This is an optimization exercise on Yosys and OpenROAD, whose aim is small area, a short achievable clock period and few clock cycles, not a production implementation.
Function was checked by simulation only, so behaviour that the tests miss may differ from the original.
Power and IR drop assume default switching activity.

Design FinalCPU, start of the top module:
module FinalCPU(
	output	wire	[31:0]	imem_addr,
	output	wire			wb_valid,
	output	wire	[4:0]	wb_addr,
	output	wire	[31:0]	wb_data,
	input	wire	[31:0]	imem_data,
	input	wire			rst,
	input	wire			clk
);
	reg [29:0] pc;
	always @(posedge clk) begin
		if (rst) pc <= 30'd0;
		else     pc <= pc + 30'd1;
	end
	assign imem_addr = {pc, 2'b00};
	wire [31:0] ir = imem_data;
	wire        d_valid = !rst;
	wire [5:0] op    = ir[31:26];
	wire [4:0] rs    = ir[25:21];
	wire [4:0] rt    = ir[20:16];
	wire [4:0] rd    = ir[15:11];
	wire [4:0] shamt = ir[10:6];
	wire [5:0] fn    = ir[5:0];
	wire [15:0] imm  = ir[15:0];
	wire is_r    = (op == 6'h00);
	wire is_addi = (op == 6'h0C);
	wire is_subi = (op == 6'h0D);
	wire is_sw   = (op == 6'h10);
	wire is_lw   = (op == 6'h11);
	wire f_add = is_r && (fn == 6'h0B);
	wire f_sub = is_r && (fn == 6'h0D);
	wire f_or  = is_r && (fn == 6'h25);
	wire f_srl = is_r && (fn == 6'h02);
	wire [4:0] d_dst = is_r ? rd : rt;
	wire d_wen = d_valid && (is_r || is_addi || is_subi || is_lw) && (d_dst != 5'd0);
	wire d_use_rt = is_r || is_sw;
	reg [31:0] e_a, e_b;
	reg        e_fa, e_fb;
	reg [4:0]  e_shamt;
	reg [6:0]  e_off0, e_off1, e_off2, e_off3;
	reg        e_addsub, e_sub, e_or, e_srl, e_ld;
	reg        e_wen, e_sw;
	reg [4:0]  e_dst;
	reg        w_wen;
	reg [4:0]  w_dst;
	reg [31:0] w_data;
	wire [31:0] rs_val, rt_val;
	RF Register_File(
		.src_data(rs_val),
		.tar_data(rt_val),
		.src_addr(rs),
		.tar_addr(rt),
		.dst_addr(w_dst),
		.dst_data(w_data),
		.reg_write(w_wen),
		.clk(clk)
	);
	always @(posedge clk) begin
		e_a     <= rs_val;
		e_b     <= d_use_rt ? rt_val : {{16{imm[15]}}, imm};
		e_fa    <= e_wen && (e_dst == rs);
		e_fb    <= d_use_rt && e_wen && (e_dst == rt);
		e_shamt <= shamt;
		e_off0  <= imm[6:0] + 7'd3;
		e_off1  <= imm[6:0] + 7'd2;
		e_off2  <= imm[6:0] + 7'd1;
		e_off3  <= imm[6:0];
		e_addsub <= f_add || f_sub || is_addi || is_subi;
		e_sub   <= f_sub || is_subi;
		e_or    <= f_or;
		e_srl   <= f_srl;
		e_ld    <= is_lw;
		e_dst   <= d_dst;
		if (rst) begin
			e_wen <= 1'b0;
			e_sw  <= 1'b0;
		end
		else begin
			e_wen <= d_wen;
			e_sw  <= d_valid && is_sw;
		end
	end
	wire [31:0] w_fwd;
	wire [31:0] result;
	wire [31:0] na, nb;
	genvar i;
	generate
		for (i = 0; i < 32; i = i + 1) begin : fwd
			g_mux2i ma(.a0(e_a[i]), .a1(w_fwd[i]), .s(e_fa), .y(na[i]));
  ...
Size: roughly 6600 cells after synthesis, roughly 100 I/O pins.
clock: 8.0 ns
lec_check: 0
cap_margin: 20
core_margin: 2
core_utilization: 55
cts_cluster_diameter: 80
cts_cluster_size: 24
setup_slack_margin: 5
slew_margin: 20
synth_hierarchical: 1
synth_minimum_keep_size: 0
tns_end_percent: 0
standard.sh (not shown) runs the stock make flow with config.mk's settings and CLKGATE_MAP_FILE= SYNTH_SCRIPT=/design/flow/synth_recipe.tcl, a recipe that flattens the netlist after the stock synthesis.
==> flow/flow/run.sh <==
#!/bin/bash
# Layout flow: the standard flow, with one extra step before floorplanning
# (flow/downsize.tcl, run by ORFS's PRE_FLOORPLAN_TCL hook) that returns each
# combinational cell to its smallest size; timing repair then upsizes where
# needed. Each step's full output goes to a log file here.
set -euo pipefail
W=$(pwd)
bash standard.sh synth > synth.log 2>&1
bash standard.sh floorplan PRE_FLOORPLAN_TCL="$W/flow/downsize.tcl" > floorplan.log 2>&1
bash standard.sh finish > layout.log 2>&1
test -f out/final.def
==> flow/flow/downsize.tcl <==
# Swap each combinational cell (not buffers, inverters or flip-flops) for the
# smallest-area cell of the same function and footprint family. Synthesis maps
# the small gate modules of this design one at a time and sizes each for an
# assumed load; the timing repair that follows upsizes where timing needs it.
set swapped 0
set saved 0.0
foreach inst [get_cells *] {
  set lc [get_lib_cells -of_objects $inst]
  set name [get_name $lc]
  if {![regexp {^sky130_fd_sc_hd__([a-z0-9]+)_([0-9]+)$} $name -> base drive]} { continue }
  if {[regexp {^(df|edf|sdf|dl|sdl|buf|inv|clk|conb|tap|fill|decap|dly|probe|lpflow|ebuf|einv|bufinv|bufbuf|macro|diode)} $base]} { continue }
  set best $lc
  set best_area [get_property $lc area]
  foreach cand [get_lib_cells sky130_fd_sc_hd__${base}_*] {
    if {![regexp "^sky130_fd_sc_hd__${base}_\[0-9\]+\$" [get_name $cand]]} { continue }
    if {[get_property $cand dont_use]} { continue }
    set a [get_property $cand area]
    if {$a < $best_area} { set best $cand; set best_area $a }
  }
  if {$best ne $lc} {
    set saved [expr {$saved + [get_property $lc area] - $best_area}]
    replace_cell $inst $best
    incr swapped
  }
}
puts "downsize: swapped $swapped cells, saved [format %.1f $saved] um2"
Testbench counts at the start, summed over its fixed seeds: cycles 4,608.
Next try:
--- a/flow/design.v
+++ b/flow/design.v
@@ -1,35 +1,20 @@
 module ALU_AddSub(
 	output [31:0] sum,
-	input  [31:0] a_reg,	 
-	input  [31:0] b_reg,
-	input  [31:0] wb,	 
-	input         fa_next,	 
-	input         fb_next,
-	input         sub,
-	input         clk
+	input  [31:0] na,
+	input  [31:0] nb,
+	input         sub
 );
-	reg fa, fb;
-	always @(posedge clk) begin
-		fa <= fa_next;
-		fb <= fb_next;
-	end
-	wire [31:0] na, nb, nbx, p, g;
+	wire [31:0] nbx, p, g;
 	genvar i, l;
 	generate
-		for (i = 0; i < 32; i = i + 1) begin : fwd
-			g_mux2i ma(.a0(a_reg[i]), .a1(wb[i]), .s(fa), .y(na[i]));
-			g_mux2i mb(.a0(b_reg[i]), .a1(wb[i]), .s(fb), .y(nb[i]));
-		end
-	endgenerate
-	generate
 		for (i = 0; i < 32; i = i + 1) begin : pg
 			g_xor2 gx(.a(nb[i]), .b(sub), .y(nbx[i]));	 
 			g_xor2 gpp(.a(na[i]), .b(nbx[i]), .y(p[i]));	 
 			g_nor2 ggg(.a(na[i]), .b(nbx[i]), .y(g[i]));	 
 		end
 	endgenerate
 	wire [31:0] G [0:5];
 	wire [31:0] P [0:5];
 	wire g0c;
 	g_aoi21 gc0(.a(p[0]), .b(sub), .c(g[0]), .y(g0c));	 
 	g_inv   gc1(.a(g0c), .y(G[0][0]));
@@ -419,86 +404,75 @@
 		e_ld    <= is_lw;
 		e_dst   <= d_dst;
 		if (rst) begin
 			e_wen <= 1'b0;
 			e_sw  <= 1'b0;
 		end
 		else begin
 			e_wen <= d_wen;
 			e_sw  <= d_valid && is_sw;
 		end
 	end
-	wire [31:0] w_fwd;
-	wire [31:0] result;
 	wire [31:0] na, nb;
 	genvar i;
 	generate
 		for (i = 0; i < 32; i = i + 1) begin : fwd
-			g_mux2i ma(.a0(e_a[i]), .a1(w_fwd[i]), .s(e_fa), .y(na[i]));
-			g_mux2i mb(.a0(e_b[i]), .a1(w_fwd[i]), .s(e_fb), .y(nb[i]));
+			g_mux2i ma(.a0(e_a[i]), .a1(w_data[i]), .s(e_fa), .y(na[i]));
+			g_mux2i mb(.a0(e_b[i]), .a1(w_data[i]), .s(e_fb), .y(nb[i]));
 		end
 	endgenerate
 	wire [31:0] sum, srl, orv;
-	ALU_AddSub adder(
-		.sum(sum),
-		.a_reg(e_a),
-		.b_reg(e_b),
-		.wb(w_fwd),
-		.fa_next(e_wen && (e_dst == rs)),
-		.fb_next(d_use_rt && e_wen && (e_dst == rt)),
-		.sub(e_sub),
-		.clk(clk)
-	);
+	ALU_AddSub adder(.sum(sum), .na(na), .nb(nb), .sub(e_sub));
 	ALU_Shr shifter(.y(srl), .na(na), .sh(e_shamt));
 	generate
 		for (i = 0; i < 32; i = i + 1) begin : orb
 			g_nand2 go(.a(na[i]), .b(nb[i]), .y(orv[i]));	 
 		end
 	endgenerate
 	wire [7:0] q [0:3];
 	wire [3:0] oh;
 	DM Data_Memory(
 		.base_fwd_next(e_wen && (e_dst == rs)),
 		.base_reg(e_a[6:0]),
-		.base_wb(w_fwd[6:0]),
+		.base_wb(w_data[6:0]),
 		.nbase_lo(na[1:0]),
 		.q0(q[0]),
 		.q1(q[1]),
 		.q2(q[2]),
 		.q3(q[3]),
 		.oh(oh),
 		.nwrite_data(nb),
 		.off0(e_off0),
 		.off1(e_off1),
 		.off2(e_off2),
 		.off3(e_off3),
 		.mem_write(e_sw),
 		.clk(clk)
 	);
 	wire [3:0] l = {4{e_ld}} & oh;
+	wire [31:0] result;
 	generate
 		for (i = 0; i < 32; i = i + 1) begin : res
 			localparam integer K = 3 - i / 8;
 			ALU_ResBit rb(
 				.y(result[i]),
 				.as(e_addsub), .sum(sum[i]),
 				.orr(e_or), .orv(orv[i]),
 				.srl(e_srl), .shf(srl[i]),
 				.l0(l[0]), .q0(q[(0 + K) % 4][i % 8]),
 				.l1(l[1]), .q1(q[(1 + K) % 4][i % 8]),
 				.l2(l[2]), .q2(q[(2 + K) % 4][i % 8]),
 				.l3(l[3]), .q3(q[(3 + K) % 4][i % 8])
 			);
 		end
 	endgenerate
-	Fwd_Reg Forward_Register(.q(w_fwd), .d(result), .clk(clk));
 	always @(posedge clk) begin
 		w_data <= result;
 		w_dst  <= e_dst;
 		if (rst) w_wen <= 1'b0;
 		else     w_wen <= e_wen;
 	end
 	Out_Reg Output_Register(
 		.wb_valid(wb_valid),
 		.wb_addr(wb_addr),
 		.wb_data(wb_data),
 		.valid_in(!rst && e_wen),
@@ -514,18 +488,11 @@
 	input             valid_in,
 	input      [4:0]  addr_in,
 	input      [31:0] data_in,
 	input             clk
 );
 	always @(posedge clk) begin
 		wb_valid <= valid_in;
 		wb_addr  <= addr_in;
 		wb_data  <= data_in;
 	end
 endmodule
-module Fwd_Reg(
-	output reg [31:0] q,
-	input      [31:0] d,
-	input             clk
-);
-	always @(posedge clk) q <= d;
-endmodule
What happened: Routed wire length climbs by a few percent. Worst hold slack improves by 0.022 ns. Worst setup slack is worse by 0.14 ns. Global-route usage came out higher by 1.5 points. Synthesized cell count shrinks slightly. Total power goes down slightly. Critical path depth drops by 3. Via count rose slightly. Clock power increases by a few percent. Maximum frequency decreases by a few percent. Sequential share of layout area is lower by 0.38 points. Clock skew climbs by 0.0041 ns.
Testbench counts after the change, summed over its fixed seeds: cycles 4,608.

## port drivers added, routing unchanged
The flow's constraints put no driver on any port. The routed layouts listed below were extracted and timed again, unchanged, in two steps. Step 1 (the two cells are an assumption about what drives the block):
set clk [get_ports {clk}]
set_driving_cell -lib_cell sky130_fd_sc_hd__clkbuf_16 $clk
set_driving_cell -lib_cell sky130_fd_sc_hd__buf_2 [delete_from_list [all_inputs] $clk]
Step 2 times the ports against the registers' clock, not the clock port: input delays grow and output delays shrink by t, the midpoint of the rising clock arrivals with the driver on. Slacks: ideal / step 1 / step 2; pairs: ideal / step 1.
run | t (ns) | slack for setup (ns) | worst slew at a driven data input, ns
the first run | 0.903 | 4.706 / 4.706 / 3.877 | 0.04
the second run | 0.905 | 4.566 / 4.566 / 3.785 | 0.17
After both steps setup and hold are still met in every run listed. For the first run, which loses most, drivers alone change the setup slack by 0.000 ns; drivers and shift together by -0.829 ns.
